This design comes from an exercise in tuning for small area, a short achievable clock period and few clock cycles on the open sky130 flow, not from production work.
Function not checked in this run: the RTL went through the layout flow alone.
Power is estimated from default activity; no workload was simulated.

[design/flow/config.mk]
export PLATFORM = sky130hd
export DESIGN_NAME = CHIP
export DESIGN_NICKNAME = CHIP
export VERILOG_FILES = /design/flow/design.v
export SDC_FILE = /design/flow/constraint.sdc
export NUM_CORES = 4
export LEC_CHECK = 0
export CAP_MARGIN = 20
export CORE_MARGIN = 2
export CORE_UTILIZATION = 35
export SLEW_MARGIN = 20
[design/flow/constraint.sdc]
create_clock -name core_clock -period 16.0 [get_ports {i_clk}]
set_input_delay 3.2000 -clock core_clock [delete_from_list [all_inputs] [get_ports {i_clk}]]
set_output_delay 3.2000 -clock core_clock [all_outputs]
set_load 0.01 [all_outputs]
[design/flow/design.v]
module CHIP #(                                                                                  
    parameter BIT_W = 32                                                                        
)(                                                                                              
        input               i_clk,                                                              
        input               i_rst_n,                                                            
        input  [BIT_W-1:0]  i_IMEM_data,                                                        
        output [BIT_W-1:0]  o_IMEM_addr,                                                        
        output              o_IMEM_cen,                                                         
        input               i_DMEM_stall,                                                       
        input  [BIT_W-1:0]  i_DMEM_rdata,                                                       
        output              o_DMEM_cen,                                                         
        output              o_DMEM_wen,                                                         
        output [BIT_W-1:0]  o_DMEM_addr,                                                        
        output [BIT_W-1:0]  o_DMEM_wdata,                                                       
        output              o_finish,                                                           
        input               i_cache_finish,                                                     
        output              o_proc_finish                                                       
);                                                                                              
    reg [BIT_W-1:0] PC;
    wire [BIT_W-1:0] next_PC;
    wire [31:0] pc_4, pc_jump, pc_branch, pc_imm, pc_rs1;
    wire [BIT_W-1:0] imm;
    wire [4:0] rs1, rs2, rd;
    wire [BIT_W-1:0] rs1_data, rs2_data, rd_data;
    wire [6:0] opcode;
    wire branch, mem_read, mem_write, reg_write, mem_to_reg, alu_src, jal_signal, jalr_signal, alu_usePC;
    wire [2:0] alu_op;
    wire [2:0] func3;
    wire [6:0] func7;
    wire [3:0] alu_signal;
    wire [BIT_W-1:0] alu_input1, alu_input2, alu_result;
    wire alu_branch;
    wire [BIT_W-1:0] mul_result;
    wire do_mul;
    wire mul_done;
    wire [BIT_W-1:0] alu_mul_result;
    assign o_IMEM_cen = !o_finish;  
    assign o_proc_finish = o_finish;  
    assign o_IMEM_addr = PC;  
    assign o_DMEM_cen = mem_read | mem_write;  
    assign o_DMEM_wen = mem_write;  
    assign o_DMEM_addr = alu_result;  
    assign o_DMEM_wdata = rs2_data;  
    assign opcode = i_IMEM_data[6:0];
    assign func3 = i_IMEM_data[14:12];
    assign func7 = i_IMEM_data[31:25];
    assign rs1 = i_IMEM_data[19:15];
    assign rs2 = i_IMEM_data[24:20];
    assign rd = i_IMEM_data[11:7];
    assign alu_input1 = alu_usePC ? PC : rs1_data;
    assign alu_input2 = alu_src ? imm : rs2_data;
    assign pc_4 = PC+32'd4;
    assign pc_imm = PC+imm;
    assign pc_branch = (branch & alu_branch) ? pc_imm : pc_4;
    assign pc_rs1 = jalr_signal ? rs1_data : PC;   
    assign pc_jump = pc_rs1 + imm;
    assign next_PC = (jal_signal | jalr_signal) ? pc_jump : pc_branch;
    assign alu_mul_result = do_mul ? mul_result : alu_result;
    assign rd_data = mem_to_reg ? i_DMEM_rdata : alu_mul_result;
    Control control0(
        .opcode     (opcode),
        .branch     (branch),
        .mem_read   (mem_read),
        .mem_write  (mem_write),
        .reg_write  (reg_write),
        .mem_to_reg (mem_to_reg),
        .alu_src    (alu_src),
        .alu_op     (alu_op),
        .jal_signal (jal_signal),
        .jalr_signal(jalr_signal),
        .alu_usePC  (alu_usePC),
        .o_finish   (o_finish)
    );
    Reg_file reg0(               
        .i_clk  (i_clk),             
        .i_rst_n(i_rst_n),         
        .wen    (reg_write),          
        .rs1    (rs1),                
        .rs2    (rs2),                
        .rd     (rd),                 
        .wdata  (rd_data),
        .rdata1 (rs1_data),           
        .rdata2 (rs2_data)
    );
    ALU_control alu_control0(
        .alu_op     (alu_op),
        .func3      (func3),
        .func7      (func7),
        .do_mul     (do_mul),
        .alu_signal (alu_signal)   
    );
    ALU alu0(
        .alu_input1 (alu_input1),
        .alu_input2 (alu_input2),
        .alu_signal (alu_signal),
        .alu_result    (alu_result),
        .alu_branch   (alu_branch)
    );
    Imm_Gen imm_gen0(
        .inst   (i_IMEM_data),
        .imm    (imm)
    );
    MULDIV_unit muldiv0(
        .i_clk  (i_clk),
        .i_rst_n(i_rst_n),
        .do_mul (do_mul),
        .mul_input1 (alu_input1),
        .mul_input2 (alu_input2),
        .mul_result (mul_result),
        .mul_done   (mul_done)
    );
    always @(posedge i_clk or negedge i_rst_n) begin
        if (!i_rst_n) begin
            PC <= 32'h00010000;  
        end
        else begin
            if (opcode == 7'b0000000) begin  
                PC <= PC;
            end
            else begin
                if(i_DMEM_stall == 1'b1 || mul_done == 1'b0) begin
                    PC <= PC;
                end
                else begin 
                    PC <= next_PC;
                end
            end
        end
    end
endmodule
module Control (opcode, o_finish, branch, mem_read, mem_write, reg_write, mem_to_reg, alu_src, jal_signal, jalr_signal, alu_usePC, alu_op);
    input [6:0] opcode;
    output reg  o_finish, branch, mem_read, mem_write, reg_write, mem_to_reg, alu_src, jal_signal, jalr_signal, alu_usePC;
    output reg [2:0] alu_op;
    localparam  AUIPC = 7'b0010111;
    localparam  JAL = 7'b1101111;
    localparam  JALR = 7'b1100111;
    localparam  BRANCH = 7'b1100011;
    localparam  LOAD = 7'b0000011;
    localparam  STORE = 7'b0100011;
    localparam  OPERATION_IMM = 7'b0010011;
    localparam  OPERATION = 7'b0110011;
    localparam  ECALL = 7'b1110011;
    localparam  ALUOP_ADD = 3'b000;  
    localparam  ALUOP_OPETATION = 3'b001;  
    localparam  ALUOP_IMM_OPETATION = 3'b010;  
    localparam  ALUOP_BRANCH = 3'b011;   
    localparam  ALUOP_ADD4 = 3'b100;  
    localparam  ALUOP_ECALL = 3'b101;  
    localparam  ALUOP_DONOTHING = 3'b110;  
    always @(*) begin
        case(opcode)
            AUIPC: begin  
                o_finish = 0;
                branch = 0;
                mem_read = 0;
                mem_write = 0;
                reg_write = 1;  
                mem_to_reg = 0;
                alu_src = 1;  
                jal_signal = 0;
                jalr_signal = 0;
                alu_usePC = 1;
                alu_op = ALUOP_ADD;
            end
            JAL: begin  
                o_finish = 0;
                branch = 0;
                mem_read = 0;
                mem_write = 0;
                reg_write = 1;  
                mem_to_reg = 0;
                alu_src = 1;  
                jal_signal = 1;
                jalr_signal = 0;
                alu_usePC = 1;
                alu_op = ALUOP_ADD4;
            end
            JALR: begin  
                o_finish = 0;
                branch = 0;
                mem_read = 0;
                mem_write = 0;
                reg_write = 1;  
                mem_to_reg = 0;
                alu_src = 1;  
                jal_signal = 0;
                jalr_signal = 1;
                alu_usePC = 1;
                alu_op = ALUOP_ADD4;
            end
            BRANCH: begin 
                o_finish = 0;
                branch = 1;
                mem_read = 0;
                mem_write = 0;
                reg_write = 0;
                mem_to_reg = 0;
                alu_src = 0;
                jal_signal = 0;
                jalr_signal = 0;
                alu_usePC = 0;
                alu_op = ALUOP_BRANCH;
            end
            LOAD: begin  
                o_finish = 0;
                branch = 0;
                mem_read = 1;  
                mem_write = 0;
                reg_write = 1;  
                mem_to_reg = 1;  
                alu_src = 1;  
                jal_signal = 0;
                jalr_signal = 0;
                alu_usePC = 0;
                alu_op = ALUOP_ADD;
            end
            STORE: begin  
                o_finish = 0;
                branch = 0;
                mem_read = 0;
                mem_write = 1;  
                reg_write = 0;
                mem_to_reg = 0;
                alu_src = 1;  
                jal_signal = 0;
                jalr_signal = 0;
                alu_usePC = 0;
                alu_op = ALUOP_ADD;
            end
            OPERATION_IMM: begin
                o_finish = 0;
                branch = 0;
                mem_read = 0;
                mem_write = 0;
                reg_write = 1;  
                mem_to_reg = 0;
                alu_src = 1;  
                jal_signal = 0;
                jalr_signal = 0;
                alu_usePC = 0;
                alu_op = ALUOP_IMM_OPETATION;
            end
            OPERATION: begin
                o_finish = 0;
                branch = 0;
                mem_read = 0;
                mem_write = 0;
                reg_write = 1;  
                mem_to_reg = 0;
                alu_src = 0;
                jal_signal = 0;
                jalr_signal = 0;
                alu_usePC = 0;
                alu_op = ALUOP_OPETATION; 
            end
            ECALL: begin
                o_finish = 1;  
                branch = 0;
                mem_read = 0;
                mem_write = 0;
                reg_write = 0;
                mem_to_reg = 0;
                alu_src = 0;
                jal_signal = 0;
                jalr_signal = 0;
                alu_usePC = 0;
                alu_op = ALUOP_ECALL;
            end
            default: begin
                o_finish = 0;
                branch = 0;
                mem_read = 0;
                mem_write = 0;
                reg_write = 0;
                mem_to_reg = 0;
                alu_src = 0;
                jal_signal = 0;
                jalr_signal = 0;
                alu_usePC = 0;
                alu_op = ALUOP_DONOTHING;
            end
        endcase
    end
endmodule
module Imm_Gen (inst, imm);
    localparam BIT_W = 32;
    input  [BIT_W-1:0]  inst;
    output reg [BIT_W-1:0]  imm;
    localparam  AUIPC = 7'b0010111;
    localparam  JAL = 7'b1101111;
    localparam  JALR = 7'b1100111;
    localparam  BRANCH = 7'b1100011;
    localparam  LOAD = 7'b0000011;
    localparam  STORE = 7'b0100011;
    localparam  OPERATION_IMM = 7'b0010011;
    localparam  OPERATION = 7'b0110011;
    localparam  ECALL = 7'b1110011;
    always @(*) begin
        case(inst[6:0])
            AUIPC: begin 
                imm = {inst[31:12], 12'b0};
            end
            JAL: begin 
                if(inst[31] == 1'b0) begin
                    imm = {11'b0, inst[31], inst[19:12], inst[20], inst[30:21], 1'b0};
                end
                else begin
                    imm = {{11{1'b1}}, inst[31], inst[19:12], inst[20], inst[30:21], 1'b0};  
                end
            end
            JALR: begin 
                imm = {20'b0, inst[31:20]};
            end
            BRANCH: begin 
                if(inst[31] == 1'b0) begin
                    imm = {{19{1'b0}}, inst[31], inst[7], inst[30:25], inst[11:8], 1'b0};
                end
                else begin
                    imm = {{19{1'b1}}, inst[31], inst[7], inst[30:25], inst[11:8], 1'b0};  
                end
            end
            LOAD: begin
                imm = {20'b0, inst[31:20]};
            end
            STORE: begin 
                imm = {20'b0, inst[31:25], inst[11:7]};
            end
            OPERATION_IMM: begin
                if(inst[14:12]== 3'b101 | inst[14:12]== 3'b001) begin  
                    imm = { {27{inst[31]}}, inst[24:20]};
                end
                else begin
                    imm = { {20{inst[31]}}, inst[31:20]};  
                end
            end
            default: begin
                imm = {32'b0};
            end
        endcase
    end
endmodule
module ALU_control (alu_op, func3, func7, do_mul, alu_signal);
    input  [2:0]        alu_op;
    input  [2:0]        func3;
    input  [6:0]        func7;
    output reg          do_mul;
    output reg [3:0]    alu_signal;  
    localparam  ALUOP_ADD = 3'b000;  
    localparam  ALUOP_OPETATION = 3'b001;  
    localparam  ALUOP_IMM_OPETATION = 3'b010;  
    localparam  ALUOP_BRANCH = 3'b011;   
    localparam  ALUOP_ADD4 = 3'b100;  
    localparam  ALUOP_ECALL = 3'b101;  
    localparam  ALUOP_DONOTHING = 3'b110;  
    localparam ALU_AND = 4'b0000;
    localparam ALU_OR  = 4'b0001;
    localparam ALU_ADD = 4'b0010;
    localparam ALU_SUB = 4'b0011;
    localparam ALU_SLL = 4'b0100;
    localparam ALU_SLT = 4'b0101;
    localparam ALU_SRA = 4'b0110;
    localparam ALU_BEQ = 4'b0111;
    localparam ALU_BNE = 4'b1000;
    localparam ALU_BLT = 4'b1001;
    localparam ALU_BGE = 4'b1010;
    localparam ALU_ADD4 = 4'b1011;
    localparam ALU_DONOTHING = 4'b1111;
    always @(*) begin
        case(alu_op)
            ALUOP_ADD: begin
                do_mul = 0;
                alu_signal = ALU_ADD;  
            end
            ALUOP_OPETATION: begin
                if (func7[5]==1'b1) begin
                    do_mul = 0;
                    alu_signal = ALU_SUB;  
                end
                else if(func7[0]==1'b1) begin
                    do_mul = 1;
                    alu_signal = ALU_DONOTHING;
                end
                else begin
                    do_mul = 0;
                    case(func3)
                    3'b000: alu_signal = ALU_ADD;
                    3'b110: alu_signal = ALU_OR;
                    3'b111: alu_signal = ALU_AND;
                    default: alu_signal = ALU_DONOTHING;
                endcase
                end
            end
            ALUOP_IMM_OPETATION: begin
                do_mul = 0;
                case(func3)
                    3'b000: alu_signal = ALU_ADD;
                    3'b001: alu_signal = ALU_SLL;
                    3'b010: alu_signal = ALU_SLT;
                    3'b101: alu_signal = ALU_SRA;
                    default: alu_signal = ALU_DONOTHING;
                endcase
            end
            ALUOP_BRANCH: begin
                do_mul = 0;
                case (func3)
                    3'b000: alu_signal = ALU_BEQ;  
                    3'b001: alu_signal = ALU_BNE;  
                    3'b100: alu_signal = ALU_BLT;  
                    3'b101: alu_signal = ALU_BGE;  
                    default: alu_signal = ALU_DONOTHING;
                endcase
            end
            ALUOP_ADD4: begin
                do_mul = 0;
                alu_signal = ALU_ADD4;
            end
            default: begin
                do_mul = 0;
                alu_signal = ALU_DONOTHING;  
            end
        endcase
    end
endmodule
module ALU (alu_input1, alu_input2, alu_signal, alu_result, alu_branch);
    localparam BIT_W = 32;
    input  [BIT_W-1:0]  alu_input1;
    input  [BIT_W-1:0]  alu_input2;
    input  [3:0]        alu_signal;
    output reg [BIT_W-1:0]  alu_result;
    output reg  alu_branch;  
    localparam ALU_AND = 4'b0000;
    localparam ALU_OR  = 4'b0001;
    localparam ALU_ADD = 4'b0010;
    localparam ALU_SUB = 4'b0011;
    localparam ALU_SLL = 4'b0100;
    localparam ALU_SLT = 4'b0101;
    localparam ALU_SRA = 4'b0110;
    localparam ALU_BEQ = 4'b0111;
    localparam ALU_BNE = 4'b1000;
    localparam ALU_BLT = 4'b1001;
    localparam ALU_BGE = 4'b1010;
    localparam ALU_ADD4 = 4'b1011;
    localparam ALU_DONOTHING = 4'b1111;
    always @(*) begin
        case(alu_signal)
            ALU_AND: begin
                alu_result = alu_input1 & alu_input2;
                alu_branch = 1'b0;
            end
            ALU_OR: begin
                alu_result = alu_input1 | alu_input2;
                alu_branch = 1'b0;
            end
            ALU_ADD: begin
                alu_result = alu_input1 + alu_input2;
                alu_branch = 1'b0;
            end
            ALU_SUB: begin
                alu_result = alu_input1 - alu_input2;
                alu_branch = 1'b0;
            end
            ALU_SLL: begin
                alu_result = alu_input1 << alu_input2;
                alu_branch = 1'b0;
            end
            ALU_SLT: begin
                alu_result = ($signed(alu_input1) < $signed(alu_input2)) ? 32'h1 : 32'h0;
                alu_branch = 1'b0;
            end
            ALU_SRA: begin
                alu_result = $signed(alu_input1) >>> alu_input2;  
                alu_branch = 1'b0;
            end
            ALU_BEQ: begin
                alu_result = 1'b0;
                alu_branch = (alu_input1 == alu_input2) ? 32'h1 : 32'h0; 
            end
            ALU_BNE: begin
                alu_result = 1'b0;
                alu_branch = (alu_input1 != alu_input2) ? 32'h1 : 32'h0; 
            end
            ALU_BLT: begin
                alu_result = 1'b0;
                alu_branch = ($signed(alu_input1) < $signed(alu_input2)) ? 32'h1 : 32'h0; 
            end
            ALU_BGE: begin
                alu_result = 1'b0;
                alu_branch = ( $signed(alu_input1) >= $signed(alu_input2)) ? 32'h1 : 32'h0; 
            end
            ALU_ADD4: begin
                alu_result = alu_input1 + 32'h4;
                alu_branch = 1'b0;
            end
            default: begin
                alu_result = 32'h0;
                alu_branch = 1'b0;
            end
        endcase
    end
endmodule
module Reg_file(i_clk, i_rst_n, wen, rs1, rs2, rd, wdata, rdata1, rdata2);
    parameter BITS = 32;
    parameter word_depth = 32;
    parameter addr_width = 5;  
    input i_clk, i_rst_n, wen;  
    input [BITS-1:0] wdata;
    input [addr_width-1:0] rs1, rs2, rd;
    output [BITS-1:0] rdata1, rdata2;
    reg [BITS-1:0] mem [0:word_depth-1];
    reg [BITS-1:0] mem_nxt [0:word_depth-1];
    integer i;
    assign rdata1 = mem[rs1];
    assign rdata2 = mem[rs2];
    always @(*) begin
        for (i=0; i<word_depth; i=i+1)
            mem_nxt[i] = (wen && (rd == i)) ? wdata : mem[i];
    end
    always @(posedge i_clk or negedge i_rst_n) begin
        if (!i_rst_n) begin
            mem[0] <= 0;
            for (i=1; i<word_depth; i=i+1) begin
                case(i)
                    32'd2: mem[i] <= 32'hbffffff0;
                    32'd3: mem[i] <= 32'h10008000;
                    default: mem[i] <= 32'h0;
                endcase
            end
        end
        else begin
            mem[0] <= 0;
            for (i=1; i<word_depth; i=i+1)
                mem[i] <= mem_nxt[i];
        end       
    end
endmodule
module MULDIV_unit(i_clk, i_rst_n, do_mul, mul_input1, mul_input2, mul_result, mul_done);
    localparam BITS = 32;
    input i_clk, i_rst_n, do_mul;
    input [BITS-1:0] mul_input1, mul_input2;
    output [BITS-1:0] mul_result;
    output reg mul_done;
    localparam IDLE = 2'b00;
    localparam MUL  = 2'b01;
    localparam OUT  = 2'b10;
    reg  [ 1:0] state, state_next;
    reg  [ 4:0] counter, counter_next;
    reg  [63:0] shreg, shreg_next;
    reg  [31:0] alu_in, alu_in_next;
    reg  [32:0] alu_out;
    assign mul_result = shreg[31:0];
    always @(*) begin
        case(state)
            IDLE: begin
                if (do_mul) begin
                    state_next = MUL;
                    counter_next = 0;
                    mul_done = 0;
                end
                else begin
                    state_next = IDLE;
                    counter_next = 0;
                    mul_done = 1;
                end
            end
            MUL : begin 
                if (counter == 5'd31) begin
                    state_next = OUT;
                    counter_next = counter + 1;
                    mul_done = 0;
                end
                else begin
                    state_next = MUL;
                    counter_next = counter + 1;
                    mul_done = 0;
                end
            end
            OUT : begin
                state_next = IDLE;
                counter_next = 0;
                mul_done = 1;
            end
            default : begin
                state_next = OUT;
                counter_next = 0;
                mul_done = 1;
        end
        endcase
    end
    always @(*) begin
    case(state)
    IDLE: begin           
        if (do_mul)  alu_in_next = mul_input2;
        else alu_in_next = 0;
    end
    MUL:alu_in_next = alu_in;
    OUT : alu_in_next = 0;
    default: alu_in_next = alu_in;
    endcase
    end
    always @(*) begin
    case(state)
    IDLE: begin
        if (do_mul)  shreg_next = {32'b0,mul_input1};
        else shreg_next = 0;
    end
    MUL:    shreg_next = {alu_out,shreg[31:1]};
    OUT:    shreg_next = 64'b0;
    default: shreg_next = 64'b0;
    endcase
    end
    always @(*) begin
        if(state == MUL) begin
            if(shreg[0] == 1) alu_out = shreg[63:32] + alu_in;
            else alu_out=shreg[63:32];
        end
        else alu_out = 0;
    end
    always @(posedge i_clk or negedge i_rst_n) begin
    if (!i_rst_n) begin
        alu_in <= 0;
        counter <= 0;
        shreg <= 0;
        state <= IDLE;
    end
    else begin 
        alu_in <= alu_in_next;
        counter <= counter_next;
        shreg <= shreg_next;
        state <= state_next;
    end
    end
endmodule
[design/flow/run.sh]
#!/bin/bash
# synth_recipe.tcl (not shown) runs the flow's synth.tcl, then flattens the netlist and writes it again
# the make line also repeats each setting of config.mk as NAME=value (left out here)
make -C /OpenROAD-flow-scripts/flow DESIGN_CONFIG=/design/flow/config.mk WORK_HOME=/design/flow/orfs CLKGATE_MAP_FILE= SYNTH_SCRIPT=/design/flow/synth_recipe.tcl finish
==> summary.txt <==
htree depth: 4
Fin. Hold Viols: 0
vias: 82380
min-delay src: muldiv0.counter[0]$_DFF_PN0_
Mapped Area: 73800 um2
HP Class: reg -> reg
asr flop ratio synth: 100%
Final GP Congestion: 1.09
final routed DRC violation total: 0
initial antenna violation count: 36
sequential share of the synthesized area: 38.3%
Hold Path End: muldiv0.counter[0]$_DFF_PN0_
FF+latch area: 28200 um2
relative slew slack: 6.27%
Critical Path Source Type: input pin
die footprint: 215000 um2
CTS buffer count: 134
post-synthesis cell count: 9339
Critical Path AT: 12.04 ns
flop2flop setup slack: 7.75 ns
syn_nets: 9606
period utilization: 95.3%
area of placed instances: 78700 um2
TritonCTS Sinks: 1127
setup ws final: 0.757 ns
crit path max-delay cell type: nor2_1
critical register-to-register path startpoint: reg0.mem[16][7]$_DFFE_PN0P_
clock latency (worst-skew pair): 0.82 ns
initial DRC count: 16078
Core Area: 210000 um2
Setup TNS Final: 0 ns
hold path depth: 1
Starting Density: 35.2%
row count: 168
Hold WS: 0.463 ns
Slew Viols, Final: 0
Leakage: 0.0354 uW
CTS tree: built
post-layout instance count excluding filler cells: 12043
P per Cell Area: 86.3 nW/um2
Synth Flop Type: dfrtp_1
YS warnings: 9
first-pass GRT wire length: 584 mm
GRT Util Overall: 37.4%
share of cells above drive strength 1: 9.85%
CP Buf/Inv Count: 3
vias per std cell: 6.84
drt wl/cell: 34.7 um
Max Fanout on Critical Path: 13
Setup CP Type: in -> out
worst reg2reg path endpoint: PC[31]$_DFFE_PN0P_
Layout area overhead: 13.0%
post-CTS resize count: 0
minimum clock period: 15.24 ns
Die Wd: 463 um
Final Skew: 0.0673 ns
transition time at the pin with the least slew margin: 1.39 ns
status: timing/DRC/antenna clean
DP Cell Count: 11778
Multi-input gate area: 41900 um2
Post-CTS Setup Inserts: 0
RSZ-0062 raised after global routing: false
Reg clk slew, reported paths: 0.06 ns
Peak VDD IR: 0.100 mV
number of global-route vias before repair: 75804
setup violators final: 0
Max clock buf depth: 3
Max-Cap Viols: 0
Fillers: 21427
Yosys cell types: 119
CP Cell Sequence: clkdlybuf4s50_1 -> nand2_1 -> nor2_1 -> a2111oi_0 -> and3_1 -> nand3_1 -> o21bai_1 -> ha_1 -> a21o_1 -> a21oi_1 -> inv_1 -> o311a_1 -> a311oi_1 -> nor2_1 -> a2111oi_0 -> a21oi_1 -> or4_1 -> nand3b_1 -> clkdlybuf4s50_1
IO Port Bufs: 167
post-route ant nets: 0
largest net degree at the start of global routing: 145
hold buffers post-CTS: 0
worst path required time: 12.80 ns
EDFF count, synth: 0
Final #Nets: 9381
hpwl dp: 276 mm
final wirelength: 418 mm
design area: 83400 um2
endpoint class of the critical path: primary output
chip height: 463 um
f_max: 65.6 MHz
Reg2Reg Depth: 22
DP Worst Slack: 1.23 ns
Mean Syn Cell Area: 7.90 um2
# IOs: 169
grt total ovfl: 0
#FFs+latches synth: 1127
CP top delay family: simple AND/OR/NAND/NOR gates
Worst path max stage delay: 1.12 ns
Initial DRT Pass Iterations: 12
Root Driver: clkbuf_16
-- worst register-to-register path: cells and delay by family (launching register included) --
family                   cells  cell delay, ns
buffers and inverters        3            0.82
adder cells (fa/ha/maj)      1            0.41
flip-flops                   1            0.39
AND/OR/NAND/NOR              3            1.35
AO/OA/AOI/OAI               14            4.98
multiplexers                 1            0.11
-- cell usage after synthesis, types with 124 or more instances --
master    instances  share of area [%]
a21oi_1         231                1.6
dfrtp_1        1097                 37
o21ai_0        1026                7.0
buf_2           244                1.7
clkbuf_1        486                2.5
nand2_1        1349                6.9
nor2_1          411                2.1
nand3_1        1597                 11
inv_1           124               0.63
o21ai_1         212                1.4
ha_1            194                3.3
nand4_1         402                3.4
and3_1          140                1.2
-- how the worst max path moves through the flow --
| stage | start | slack, ns | depth (start not counted) | endpoint |
|---|---|---|---|---|
| global route | i_IMEM_data[20] | 0.91 | 20 | o_DMEM_addr[0] |
| CTS | i_IMEM_data[20] | 1.23 | 23 | o_DMEM_addr[28] |
| finish | i_IMEM_data[20] | 0.76 | 19 | o_DMEM_addr[0] |
| detailed placement | i_IMEM_data[20] | 1.23 | 23 | o_DMEM_addr[28] |
| global placement | i_IMEM_data[20] | 1.22 | 22 | o_DMEM_addr[28] |
| floorplan | i_IMEM_data[23] | 4.00 | 27 | o_DMEM_addr[28] |
-- flip-flops by register name, summed over array words and instances (netlist names) --
register,flops
PC,32
muldiv0.alu_in,32
muldiv0.counter,5
muldiv0.shreg,64
muldiv0.state,2
reg0.mem,992
-- kinds of logic (layout without fill, tap and decap cells) --
family	count (synthesis)	count (layout)	share of synthesized area (%)
other cells	0	16	0
fa+ha+maj	199	199	3.42
simple gates	4413	4413	29.2
compound gates	2308	2308	19.2
buf+inv	1016	899	6.16
flops	1127	1127	38.3
mux	117	117	1.84
xor+xnor	159	159	1.89
-- cell usage in the layout, fill, tap and decap left out, types with 85 or more instances in the layout --
cell type        netlist  final
and3_1               140    138
a22oi_1               98     98
clkdlybuf4s50_1        0    158
o21ai_0             1026   1025
dfrtp_1             1097   1096
xnor2_1              101    101
nor2_1               411    403
clkbuf_16              0    134
inv_1                124    123
buf_4                 60    315
a21oi_1              231    226
nand4_1              402    402
o21ai_1              212    212
nand2_1             1349   1323
nand3_1             1597   1592
ha_1                 194    194
a31oi_1               89     85
-- area by class of cell --
cell class                      instances  share of cell area, %
Clock buffer                          193                   4.62
Inverter                              140                  0.630
Timing Repair Buffer                  515                   5.57
Clock inverter                         51                  0.731
Tap cell                             2805                   4.21
Antenna cell                           16                 0.0480
Sequential cell                      1127                   33.9
Multi-Input combinational cell       7196                   50.3
-- through the flow --
stage	power (uW)	utilization (%)
6_report	7190	39.8
5_1_grt	7330	39.8
4_1_cts	7140	39.7
3_5_place_dp	3990	37.5
3_3_place_gp	3990	37.5
2_1_floorplan	3480	-
-- metal layers --
layer  up-vias  track usage (%)  part of all wire (%)
met5         -                0                 0.054
met4        34             26.8                   9.0
met3      1996             14.4                    15
met2      7324             51.4                    39
met1     39440             47.7                    36
li1      33586                -                     -
-- where the power goes --
| part | internal (uW) | total, uW | switching [uW] |
|---|---|---|---|
| logic | 291 | 1070 | 777 |
| registers | 2870 | 2930 | 56.3 |
| clock network | 1810 | 3190 | 1390 |

## afterwards: timing with drivers on the ports
Ports are ideal in the flow. The routed layout listed here was re-timed in OpenROAD.
Step 1 sets driving cells, clkbuf_16 on the clock port and buf_2 on the other inputs (assumed; they add their load-dependent delay and slew).
Step 2 also shifts input and output timing later by t, the mid clock arrival at the registers, as if the neighbouring blocks saw the same clock.
a / b / c = no drivers / after step 1 / after step 2; a / b = the first two.
t, ns: 0.890
setup slack, ns: 0.757 / 0.543 / 0.543
worst hold slack (ns): 0.463 / 0.463 / 0.463
worst setup path at the end: input to output
clock arrival spread, ns: 0.069 / 0.068
After both steps setup and hold are still met in this run. For this run, drivers alone change the setup slack by -0.214 ns; drivers and shift together by -0.214 ns.
